Background: an optimization exercise with open tools, aiming at small area, a short achievable clock period and few clock cycles. Do not read the settings as production practice. Where RTL was checked, it was by simulation tests only, not by an equivalence proof against the original. Power figures rest on the tool's default switching activity, not on a simulated workload.

==> flow/design.v (excerpt) <==
module np_read_req_gen(
    input         clk,
    input         rst,
    input         transferstart,
    input         rd_dma_start_one,
    input  [63:0] dmaras,
    input  [31:0] dmarad,
    input  [31:0] dmarxs,
    input         rd_TX_des_start_one,
    input  [63:0] TX_des_addr,
    input  [2:0]  read_req_size,
    input  [15:0] req_id,
    input  [31:0] completion_pending,
    output        ready,
    output        non_posted_fifo_wren,
    output [63:0] non_posted_fifo_data,
    output [4:0]  tx_waddr,
    output [31:0] tx_wdata,
    output        tx_we
    );
Size: roughly 1,600 cells after synthesis.
==> flow/config.mk <==
export PLATFORM = sky130hd
export DESIGN_NAME = np_read_req_gen
export DESIGN_NICKNAME = np_read_req_gen
export VERILOG_FILES = /design/flow/design.v
export SDC_FILE = /design/flow/constraint.sdc
export NUM_CORES = 4
export LEC_CHECK = 0
export CAP_MARGIN = 20
export CORE_MARGIN = 2
export CORE_UTILIZATION = 55
export PLACE_DENSITY = 0.7
export SETUP_SLACK_MARGIN = 2.0
export SLEW_MARGIN = 20
==> flow/constraint.sdc <==
create_clock -name core_clock -period 4.5 [get_ports {clk}]
set_input_delay 0.9000 -clock core_clock [delete_from_list [all_inputs] [get_ports {clk}]]
set_output_delay 0.9000 -clock core_clock [all_outputs]
set_load 0.01 [all_outputs]
standard.sh (not shown) runs the stock make flow with config.mk's settings and CLKGATE_MAP_FILE= SYNTH_SCRIPT=/design/flow/synth_recipe.tcl, a recipe that flattens the netlist after the stock synthesis.
==> flow/flow/run.sh <==
#!/bin/bash
# Layout flow: the standard flow (standard.sh) with two changes.
#  1. Synthesis runs the standard script (synth_recipe.tcl) except that ABC maps with
#     flow/abc_delay.script (delay-driven) and adders are not pre-mapped to ripple
#     full/half-adder cells (ADDER_MAP_FILE empty). The registers, their names and cell
#     types are the same as in the standard synthesis.
#  2. Ports get sky130_fd_sc_hd__buf_1 buffers instead of the default delay-buffer cell.
# Each tool's output goes to a log file in this folder (synth.log, standard_flow.log) and
# ORFS's own logs under orfs/logs.
set -euo pipefail
here=$(pwd)
sed 's|^source \$::env(SCRIPTS_DIR)/synth.tcl$|source '"$here"'/flow/synth_delay.tcl|' synth_recipe.tcl > synth_delay_top.tcl
grep -q 'flow/synth_delay.tcl' synth_delay_top.tcl
sed 's|SYNTH_SCRIPT=[^ ]*|SYNTH_SCRIPT='"$here"'/synth_delay_top.tcl|' standard.sh > standard_delay.sh
grep -q 'synth_delay_top.tcl' standard_delay.sh
MY_ABC_SCRIPT=$here/flow/abc_delay.script ADDER_MAP_FILE= bash standard_delay.sh synth > synth.log 2>&1
export BUFFER_PORTS_ARGS="-buffer_cell sky130_fd_sc_hd__buf_1"
bash standard.sh > standard_flow.log 2>&1
==> flow/flow/abc_delay.script <==
strash
dch
map -D 1500
buffer -p
upsize -D 1500
dnsize -D 1500
stime -p
==> flow/flow/synth_delay.tcl <==
# ORFS's synth.tcl, with its ABC call given flow/abc_delay.script (a delay-driven mapping)
# in place of the platform's default ABC script. Everything else is unchanged.
set f [open $::env(SCRIPTS_DIR)/synth.tcl]
set txt [read $f]
close $f
set old {log_cmd abc {*}$abc_args}
if {[string first $old $txt] < 0} { error "synth_delay.tcl: ABC call not found in synth.tcl" }
set txt [string map [list $old {log_cmd abc -script $::env(MY_ABC_SCRIPT) {*}[lrange $abc_args 2 end]}] $txt]
uplevel #0 $txt
Testbench counts at the start, summed over its fixed seeds: cycles 52,910.
Change:
- CTS_CLUSTER_DIAMETER: default -> 150
- CTS_CLUSTER_SIZE: default -> 50
Power stays the same.
Area after synthesis is unchanged.
Sequential share of layout area is unchanged.
Wire length does not change.
Worst setup slack is unchanged.
Hold slack is unchanged.
First-iteration DRC count is unchanged.
Change:
==> flow/flow/abc_delay.script (replaced) <==
strash
dch
map -D 2000
buffer -p
upsize -D 2000
dnsize -D 2000
stime -p
- CTS_CLUSTER_DIAMETER: 150 -> default
- CTS_CLUSTER_SIZE: 50 -> default
After rerunning: Count of clock-buffer cells in the layout came out lower by 4; cell count came out higher slightly; clock power came out lower by a few percent; via count came out higher slightly.
Change:
==> flow/flow/abc_delay.script (replaced) <==
strash
dch
map -D 1500
buffer -p
upsize -D 1500
dnsize -D 1500
stime -p
- SETUP_SLACK_MARGIN: 2.0 -> 2.3
Outcome: Area after synthesis is higher slightly; sequential share of layout area fell by 1.7 points; worst setup slack is worse by 0.056 ns; final area rose by a little under a tenth; clock power climbs by a few percent.

========
Setup of build 33:
The RTL this note starts from:
==> flow/design.v <==
`timescale 1ns / 1ps
module np_read_req_gen(
    input         clk,
    input         rst,
    input         transferstart,
    input         rd_dma_start_one,
    input  [63:0] dmaras,
    input  [31:0] dmarad,
    input  [31:0] dmarxs,
    input         rd_TX_des_start_one,
    input  [63:0] TX_des_addr,
    input  [2:0]  read_req_size,
    input  [15:0] req_id,
    input  [31:0] completion_pending,
    output        ready,
    output        non_posted_fifo_wren,
    output [63:0] non_posted_fifo_data,
    output [4:0]  tx_waddr,
    output [31:0] tx_wdata,
    output        tx_we
    );
function [11:0] add11(input [10:0] x, input [10:0] y, input cin);
    reg [10:0] g, p, G, P;
    integer l, i, j;
    begin
        g = x & y;
        p = x ^ y;
        G = g;
        P = p;
        G[0] = g[0] | (p[0] & cin);
        for (l = 0; l < 4; l = l + 1)
            for (i = 0; i < 11; i = i + 1)
                if (i & (1 << l)) begin
                    j = ((i >> l) << l) - 1;
                    G[i] = G[i] | (P[i] & G[j]);
                    P[i] = P[i] & P[j];
                end
        add11 = {G[10], p ^ {G[9:0], cin}};
    end
endfunction
function [51:0] pand52(input [51:0] x);
    reg [51:0] s;
    integer l, i, j;
    begin
        s = x;
        for (l = 0; l < 6; l = l + 1)
            for (i = 0; i < 52; i = i + 1)
                if (i & (1 << l)) begin
                    j = ((i >> l) << l) - 1;
                    s[i] = s[i] & s[j];
                end
        pand52 = s;
    end
endfunction
function le11(input [10:0] x, input [10:0] y);
    reg [11:0] r;
    begin
        r = add11(y, ~x, 1'b1);    
        le11 = r[11];
    end
endfunction
reg        rdy, s_calc, s_w1, s_w2;
reg        des;           
reg        last;          
reg        ok;            
reg        fmt;           
reg [63:2] a;             
reg [27:2] d;             
reg [31:2] n;             
reg        nhz;           
reg [12:2] fkb;           
reg [12:2] LA;            
reg [12:2] LB;            
reg        inc, dinc;     
reg [5:0]  rsh;           
reg [4:0]  T;             
reg [5:0]  blk;           
reg        wren;
reg        w2f, w2n;      
wire start_dma = rdy & rd_dma_start_one;
wire start_des = rdy & rd_TX_des_start_one;
wire start = start_dma | start_des;
wire fire1 = s_w1 & ok;   
wire [12:2] R = {rsh, 5'd0};
wire [10:0] m_lo = {|rsh[5:5], |rsh[5:4], |rsh[5:3], |rsh[5:2], |rsh[5:1], 5'b11111};
wire [10:0] m_hi = {|rsh[4:0], |rsh[3:0], |rsh[2:0], |rsh[1:0], rsh[0], 6'b0};
wire nR = nhz & ~|(n[12:2] & m_hi) & (~|(n[12:2] & R) | ~|(n[12:2] & m_lo));
wire FR = ~|(fkb & m_hi) & (~|(fkb & R) | ~|(fkb & m_lo));
wire nF = nhz & le11(n[12:2], fkb);
wire lst = nR & nF;
wire [12:2] Lnx = lst ? n[12:2] : (FR ? fkb : R);
wire s_calc_d = ~rst & start_dma;
wire s_w1_d = ~rst & (start_des | (transferstart & (s_calc | (s_w1 & ~ok) | (s_w2 & ~last))));
wire s_w2_d = ~rst & fire1;
wire rdy_d = rst | (rdy & ~rd_dma_start_one & ~rd_TX_des_start_one)
           | (~transferstart & (s_calc | (s_w1 & ~ok))) | (s_w2 & (last | ~transferstart));
wire [12:2] L_d = (start_des | des) ? 11'd8 : Lnx;
wire [4:0] T_d = T + {4'd0, s_w2};
wire ok_d = ~completion_pending[T_d];
wire fire1_d = s_w1_d & ok_d;
wire [11:0] lo_sum = add11({1'b0, a[11:2]}, {1'b0, LB[11:2]}, 1'b0);
wire [11:0] a_cy = add11({1'b0, a[11:2]}, {1'b0, LA[11:2]}, 1'b0);    
wire [5:0] blk_d = {&a[63:56], &a[55:48], &a[47:40], &a[39:32], &a[31:22], &a[21:12]};
wire [5:0] bcin = {&blk[4:0], &blk[3:0], &blk[2:0], &blk[1:0], blk[0], 1'b1};    
reg [63:12] bpre;    
integer bi;
always @(*) begin
    for (bi = 12; bi < 64; bi = bi + 1)
        if (bi == 12 || bi == 22 || bi == 32 || bi == 40 || bi == 48 || bi == 56)
            bpre[bi] = 1'b1;
        else
            bpre[bi] = bpre[bi-1] & a[bi-1];
end
wire [63:12] hcy = bpre & {{8{bcin[5]}}, {8{bcin[4]}}, {8{bcin[3]}}, {8{bcin[2]}}, {10{bcin[1]}}, {10{bcin[0]}}};
wire [63:12] hi_sum = a[63:12] ^ (hcy & {52{inc}});
wire c32 = inc & blk[0] & blk[1];
wire hi_ones = &blk[5:2];    
wire [63:0] ld_addr = rd_dma_start_one ? dmaras : TX_des_addr;
wire ld_fmt = |ld_addr[63:32];
wire fmt_d = start ? ld_fmt : ((|a[63:32]) & ~(c32 & hi_ones)) | (c32 & ~hi_ones);
wire [11:0] d_lo = add11(d[12:2], LB, 1'b0);
wire [11:0] d_cy = add11(d[12:2], LA, 1'b0);    
wire [14:0] d_hiall = pand52({37'd0, d[27:13]});
wire [27:13] d_hi = d[27:13] ^ ({d_hiall[13:0], 1'b1} & {15{dinc}});
wire [11:0] n_lo = add11(n[12:2], ~LA, 1'b1);            
wire [18:0] n_hiz = pand52({33'd0, ~n[31:13]});
wire [31:13] n_hi = n[31:13] ^ ({n_hiz[17:0], 1'b1} & {19{~n_lo[11]}});
wire n_is1 = n[13] & ~|n[31:14];
wire nhz_d = start_dma ? ~|dmarxs[31:13] : n_lo[11] ? nhz : n_is1;
wire [11:0] f_lo = add11(fkb, ~LA, 1'b1);
wire [11:0] f0 = add11(11'd0, {1'b0, ~dmaras[11:2]}, 1'b1);  
always @(posedge clk) begin
    rdy <= rdy_d;
    s_calc <= s_calc_d;
    s_w1 <= s_w1_d;
    s_w2 <= s_w2_d;
    wren <= s_w2_d | fire1_d;
    w2f <= fire1 & fmt;
    w2n <= fire1 & ~fmt;
    T <= rst ? 5'd0 : T_d;
    blk <= blk_d;
    ok <= ok_d;
    LA <= fire1_d ? L_d : 11'd0;
    LB <= LA;
    inc <= a_cy[10] | LA[12];
    dinc <= d_cy[11];
    last <= lst | start_des | des | (s_w1 & ~transferstart);
    fmt <= fmt_d;
    des <= start_des | (des & ~start_dma);
    rsh <= 6'd1 << read_req_size;
    a <= start ? ld_addr[63:2] : {hi_sum, lo_sum[9:0]};
    d <= start_dma ? dmarad[27:2] : {d_hi, d_lo[10:0]};
    n <= start_dma ? dmarxs[31:2] : {n_hi, n_lo[10:0]};
    nhz <= nhz_d;
    fkb <= start_dma ? f0[10:0] : (fkb == LA) ? 11'd1024 : f_lo[10:0];
end
assign ready = rdy;
assign non_posted_fifo_wren = wren;
assign non_posted_fifo_data[63]    = (w2f & a[63]) | (w2n & a[31]);
assign non_posted_fifo_data[62]    = (w2f & a[62]) | (w2n & a[30]);
assign non_posted_fifo_data[61]    = (w2f & a[61]) | (w2n & a[29]) | (s_w1 & fmt);
assign non_posted_fifo_data[60:42] = ({19{w2f}} & a[60:42]) | ({19{w2n}} & a[28:10]);
assign non_posted_fifo_data[41:34] = ({8{w2f}} & a[41:34]) | ({8{w2n}} & a[9:2]) | ({8{s_w1}} & LA[11:4]);
assign non_posted_fifo_data[33:32] = ({2{w2f}} & a[33:32]) | ({2{s_w1}} & LA[3:2]);
assign non_posted_fifo_data[31:16] = ({16{w2f}} & a[31:16]) | ({16{s_w1}} & req_id);
assign non_posted_fifo_data[15:13] = {3{w2f}} & a[15:13];
assign non_posted_fifo_data[12:8]  = ({5{w2f}} & a[12:8]) | ({5{s_w1}} & T);
assign non_posted_fifo_data[7:2]   = ({6{w2f}} & a[7:2]) | {6{s_w1}};
assign non_posted_fifo_data[1:0]   = {2{s_w1}};
assign tx_we = s_w2;
assign tx_waddr = T;
assign tx_wdata = {des, 9'b0, d[27:6]};
endmodule
Settings: LEC_CHECK=0, CAP_MARGIN=20, CORE_MARGIN=2, CORE_UTILIZATION=55, PLACE_DENSITY=0.7, SETUP_SLACK_MARGIN=2.3, SLEW_MARGIN=20; clock period 4.5 ns.
==> flow/flow/abc_delay.script <==
strash
dch
map -D 1500
buffer -p
upsize -D 1500
dnsize -D 1500
stime -p
Scripts as last shown in full above: flow/flow/run.sh, flow/flow/synth_delay.tcl
Having completed the whole flow, build 33 delivered a layout that passed the timing, DRC and antenna checks.
The following lists how build 37 was set up differently from build 33:
# build 33
export LEC_CHECK = 0
export CAP_MARGIN = 20
export CORE_MARGIN = 2
export CORE_UTILIZATION = 55
export PLACE_DENSITY = 0.7
export SETUP_SLACK_MARGIN = 2.3
export SLEW_MARGIN = 20
create_clock -name core_clock -period 4.5 [get_ports {clk}]
# build 37
export LEC_CHECK = 0
export CAP_MARGIN = 5
export CORE_MARGIN = 2
export CORE_UTILIZATION = 55
export PLACE_DENSITY = 0.7
export SETUP_SLACK_MARGIN = 2.0
export SLEW_MARGIN = 5
create_clock -name core_clock -period 4.5 [get_ports {clk}]
Results
Wire length of the first global-routing pass | build 37 above build 33
Wire length after detailed routing: build 37 better than build 33
Build 37 vs build 33, instance count: build 37 lower
Compared with build 33, build 37 shows total chip power lower by 6.6%.
The static leakage power in build 37 sits about 9% below the value recorded for build 33.
Diff build 33 -> build 37: area used by multi-input combinational logic decreased by about 7% relative to the old numbers, first-iteration DRC count decreased by 69 relative to the old numbers, number of antenna violations at the first check in global routing increased by 1 relative to the old numbers.
Global-route total usage across every layer on build 37 is up relative to build 33.
### build 37 -> build 86
# build 37
export LEC_CHECK = 0
export CAP_MARGIN = 5
export CORE_MARGIN = 2
export CORE_UTILIZATION = 55
export PLACE_DENSITY = 0.7
export SETUP_SLACK_MARGIN = 2.0
export SLEW_MARGIN = 5
create_clock -name core_clock -period 4.5 [get_ports {clk}]
# build 86
export LEC_CHECK = 0
export CAP_MARGIN = 20
export CORE_MARGIN = 2
export CORE_UTILIZATION = 55
export PLACE_DENSITY = 0.7
export SETUP_SLACK_MARGIN = 2.15
export SLEW_MARGIN = 20
create_clock -name core_clock -period 4.5 [get_ports {clk}]
Notes after the runs:
- Having completed the whole flow, build 86 delivered a layout that passed the timing, DRC and antenna checks.
- Of build 37 and build 86, the run reporting the lower non-clock buffer count was build 37.
- Status: wire length parity (build 86, build 37)
- Compared with build 37, post-route standard cell area excluding fillers in build 86 increased by a few percent.
- Delta(final antenna diode count, build 86 - build 37) > 0
- The worst max-slew margin expressed relative to the limit of build 86 and that of build 37 are within noise of each other.
- Build 86 vs. build 37: wire length of the first global-routing pass went down; fraction of final layout cells sized beyond drive strength 1 went up.
- Worst reg2reg path depth: build 86 vs build 37 up 2
- Going from build 37 to build 86, the register-to-register slack was found to have gone up by 0.13 ns.
No functional check of the RTL was part of any run of this note.

-- static timing again, ports no longer ideal --
No port has a modelled driver above. Below, the same layouts with a new extraction and two added sets of constraints. Step 1 assumes that a clkbuf_16 drives the clock port and a buf_2 every other input. Step 2 times the ports against the registers' clock, not the clock port: input delays grow and output delays shrink by t, the midpoint of the rising clock arrivals with the driver on. Slacks: ideal / step 1 / step 2; pairs: ideal / step 1.
| run | t, ns | slack for setup (ns) | pins driven straight from the clock port |
|---|---|---|---|
| the first run of note 1 | 0.485 | 1.979 / 1.931 / 1.653 | 1 |
| the second run of note 1 | 0.485 | 1.979 / 1.931 / 1.653 | 1 |
| the third run of note 1 | 0.478 | 1.973 / 1.925 / 1.613 | 1 |
| the fourth run of note 1 | 0.487 | 1.917 / 1.867 / 1.738 | 1 |
| build 33 | 0.489 | 2.064 / 2.014 / 1.823 | 1 |
| build 37 | 0.482 | 1.970 / 1.923 / 1.627 | 1 |
| build 86 | 0.494 | 2.058 / 2.009 / 1.705 | 1 |
After both steps setup and hold are still met in every run listed. For the third run of note 1, which loses most, drivers alone change the setup slack by -0.048 ns; drivers and shift together by -0.360 ns.
